What follows belongs to an exercise in optimizing a design on an open flow for small area; a production flow would make more cautious choices. Function was checked by simulation only, so behaviour that the tests miss may differ from the original. Power figures rest on the tool's default switching activity, not on a simulated workload.

## uart_fifo_top
module uart_fifo_top (
    input  logic        clk,
    input  logic        rst_n,
    input  logic        cfg_parity,
    input  logic [1:0]  cfg_bits,
    input  logic [1:0]  cfg_baud,
    input  logic        tx_push,
    input  logic [7:0]  tx_wdata,
    output logic        tx_full,
    output logic        tx_empty,
    output logic        tx_serial,
    output logic        tx_busy,
    output logic        tx_done,
    input  logic        rx_en,
    input  logic        rx_serial,
    input  logic        rx_pop,
    output logic [7:0]  rx_rdata,
    output logic        rx_full,
    output logic        rx_empty,
    output logic        rx_busy,
    output logic        rx_done
);
Settings: LEC_CHECK=0, CAP_MARGIN=20, CORE_MARGIN=2, CORE_UTILIZATION=40, CTS_BUF_LIST=sky130_fd_sc_hd__clkbuf_16, CTS_CLUSTER_DIAMETER=100, CTS_CLUSTER_SIZE=30, SLEW_MARGIN=20, SYNTH_HIERARCHICAL=1, SYNTH_MINIMUM_KEEP_SIZE=0; clock period 10.0 ns.
run.sh (not shown) runs the stock make flow with config.mk's settings and CLKGATE_MAP_FILE= SYNTH_SCRIPT=/design/flow/synth_recipe.tcl, a recipe that flattens the netlist after the stock synthesis.
The first run completed with no timing, DRC or antenna violations.
Then changed:
==> flow/flow/run.sh (new file) <==
#!/bin/bash
# Standard layout, with one extra step after placement-time resizing: every
# logic cell and register is set to the smallest drive strength of its own
# function, and the port buffers to buf_1 (the later repair steps upsize
# whatever then needs it). Each tool's output goes to a log of its own.
set -euo pipefail
R=orfs/results/${FLOW_PLATFORM}/uart_fifo_top/base
bash standard.sh synth > synth.log 2>&1
bash standard.sh 3_4_place_resized > place.log 2>&1
RESULTS=$R openroad -no_init -exit flow/downsize.tcl > downsize.log 2>&1
bash standard.sh finish > finish.log 2>&1
==> flow/flow/downsize.tcl (new file) <==
# Set every logic cell and register of the placed design to the smallest
# cell of the same function (same name but the drive-strength suffix), and
# the port buffers to buf_1.
set odb $::env(RESULTS)/3_4_place_resized.odb
read_db $odb
set db [ord::get_db]
set block [ord::get_db_block]
set skip {^sky130_fd_sc_hd__(tap|fill|decap|diode|conb|clk|buf|inv|dly|lpflow|probe)}
set saved 0
set n 0
foreach inst [$block getInsts] {
    set m [$inst getMaster]
    set name [$m getName]
    set iname [$inst getName]
    if {[regexp {^(input|output)[0-9]+$} $iname] && [regexp {^sky130_fd_sc_hd__(buf|clkbuf|clkdlybuf4s[0-9]+)_[0-9]+$} $name]} {
        set best [$db findMaster sky130_fd_sc_hd__buf_1]
    } elseif {[regexp $skip $name]} {
        continue
    } elseif {[regexp {^(sky130_fd_sc_hd__\w+?)_(\d+)$} $name -> fam drv]} {
        set best $m
        foreach d {0 1 2} {
            set c [$db findMaster ${fam}_$d]
            if {$c ne "NULL" && $c ne "" && [$c getWidth] < [$best getWidth]} {
                set best $c
            }
        }
    } else {
        continue
    }
    if {[$best getName] ne $name} {
        set saved [expr {$saved + [$m getWidth] - [$best getWidth]}]
        incr n
        puts "swap $iname $name -> [$best getName]"
        $inst swapMaster $best
    }
}
puts "downsized $n instances, width saved [expr {$saved / 1000.0}] um"
write_db $odb
==> flow/standard.sh (new file) <==
#!/bin/bash
# synth_recipe.tcl (not shown) runs the flow's synth.tcl, then flattens the netlist and writes it again
# the make line also repeats each setting of config.mk as NAME=value (left out here)
make -C /OpenROAD-flow-scripts/flow DESIGN_CONFIG=/design/flow/config.mk WORK_HOME=/design/flow/orfs CLKGATE_MAP_FILE= SYNTH_SCRIPT=/design/flow/synth_recipe.tcl "${@:-finish}"
Settings changed: CORE_UTILIZATION 40 to 60, CTS_CLUSTER_DIAMETER 100 to 80, CTS_CLUSTER_SIZE 30 to 28.
removed: flow/run.sh
Result: Clock skew came out higher by 6.6 ps; maximum frequency came out higher by 6.0%; final area came out lower by 3.9%; flip-flop and latch count is unchanged.
Then changed:
==> flow/run.sh (new file) <==
#!/bin/bash
# synth_recipe.tcl (not shown) runs the flow's synth.tcl, then flattens the netlist and writes it again
# the make line also repeats each setting of config.mk as NAME=value (left out here)
make -C /OpenROAD-flow-scripts/flow DESIGN_CONFIG=/design/flow/config.mk WORK_HOME=/design/flow/orfs CLKGATE_MAP_FILE= SYNTH_SCRIPT=/design/flow/synth_recipe.tcl finish
Settings changed: CORE_UTILIZATION 60 to 40, CTS_CLUSTER_DIAMETER 80 to 100, CTS_CLUSTER_SIZE 28 to 24.
removed: flow/flow/run.sh
removed: flow/flow/downsize.tcl
removed: flow/standard.sh
Die area climbs by about 50%.
Register-to-register slack improves by 810 ps.
Cell area climbs by 4.5%.
Worst setup slack degrades by 340 ps.
First-iteration DRC count drops by 11%.
Via count drops by about 2.7%.
Then changed:
==> flow/flow/run.sh (new file) <==
#!/bin/bash
# Standard layout, with one extra step after placement-time resizing: every
# logic cell and register is set to the smallest drive strength of its own
# function, and the port buffers to buf_1 (the later repair steps upsize
# whatever then needs it). Each tool's output goes to a log of its own.
set -euo pipefail
R=orfs/results/${FLOW_PLATFORM}/uart_fifo_top/base
bash standard.sh synth > synth.log 2>&1
bash standard.sh 3_4_place_resized > place.log 2>&1
RESULTS=$R openroad -no_init -exit flow/downsize.tcl > downsize.log 2>&1
bash standard.sh finish > finish.log 2>&1
==> flow/flow/downsize.tcl (new file) <==
# Set every logic cell and register of the placed design to the smallest
# cell of the same function (same name but the drive-strength suffix), and
# the port buffers to buf_1.
set odb $::env(RESULTS)/3_4_place_resized.odb
read_db $odb
set db [ord::get_db]
set block [ord::get_db_block]
set skip {^sky130_fd_sc_hd__(tap|fill|decap|diode|conb|clk|buf|inv|dly|lpflow|probe)}
set saved 0
set n 0
foreach inst [$block getInsts] {
    set m [$inst getMaster]
    set name [$m getName]
    set iname [$inst getName]
    if {[regexp {^(input|output)[0-9]+$} $iname] && [regexp {^sky130_fd_sc_hd__(buf|clkbuf|clkdlybuf4s[0-9]+)_[0-9]+$} $name]} {
        set best [$db findMaster sky130_fd_sc_hd__buf_1]
    } elseif {[regexp $skip $name]} {
        continue
    } elseif {[regexp {^(sky130_fd_sc_hd__\w+?)_(\d+)$} $name -> fam drv]} {
        set best $m
        foreach d {0 1 2} {
            set c [$db findMaster ${fam}_$d]
            if {$c ne "NULL" && $c ne "" && [$c getWidth] < [$best getWidth]} {
                set best $c
            }
        }
    } else {
        continue
    }
    if {[$best getName] ne $name} {
        set saved [expr {$saved + [$m getWidth] - [$best getWidth]}]
        incr n
        puts "swap $iname $name -> [$best getName]"
        $inst swapMaster $best
    }
}
puts "downsized $n instances, width saved [expr {$saved / 1000.0}] um"
write_db $odb
==> flow/standard.sh (new file) <==
#!/bin/bash
# synth_recipe.tcl (not shown) runs the flow's synth.tcl, then flattens the netlist and writes it again
# the make line also repeats each setting of config.mk as NAME=value (left out here)
make -C /OpenROAD-flow-scripts/flow DESIGN_CONFIG=/design/flow/config.mk WORK_HOME=/design/flow/orfs CLKGATE_MAP_FILE= SYNTH_SCRIPT=/design/flow/synth_recipe.tcl "${@:-finish}"
removed: flow/run.sh
=>
- register-to-register slack degrades by 610 ps
- final cell count hardly moves
- routed wire length goes up by 0.62%
- power is lower by about 4.4%
- count of clock-buffer cells in the layout stays the same
- global-route usage hardly moves

re-timing with driven ports:
Ports are ideal in the flow. The routed layouts listed here were re-timed in OpenROAD. Step 1, drivers: a clkbuf_16 drives clk and a buf_2 each remaining input, both assumed. Step 2, shift: input delay + t, output delay - t, t = (earliest + latest rising clock arrival at the registers) / 2. This alone moves slack from input paths to output paths. Three values: ideal ports, drivers, drivers and shift; two values: the first two.
| run | shift t [ns] | slack for setup (ns) | clock arrival spread, ns | worst slew at a driven data input, ns |
|---|---|---|---|---|
| the first run | 0.736 | 3.378 / 3.310 / 4.047 | 0.039 / 0.039 | 0.04 |
| the second run | 0.710 | 3.750 / 3.685 / 4.395 | 0.037 / 0.037 | 0.08 |
| the third run | 0.742 | 3.413 / 3.344 / 4.085 | 0.051 / 0.051 | 0.04 |
| the fourth run | 0.750 | 3.599 / 3.528 / 4.278 | 0.043 / 0.042 | 0.04 |
After both steps every run listed still meets setup and hold.
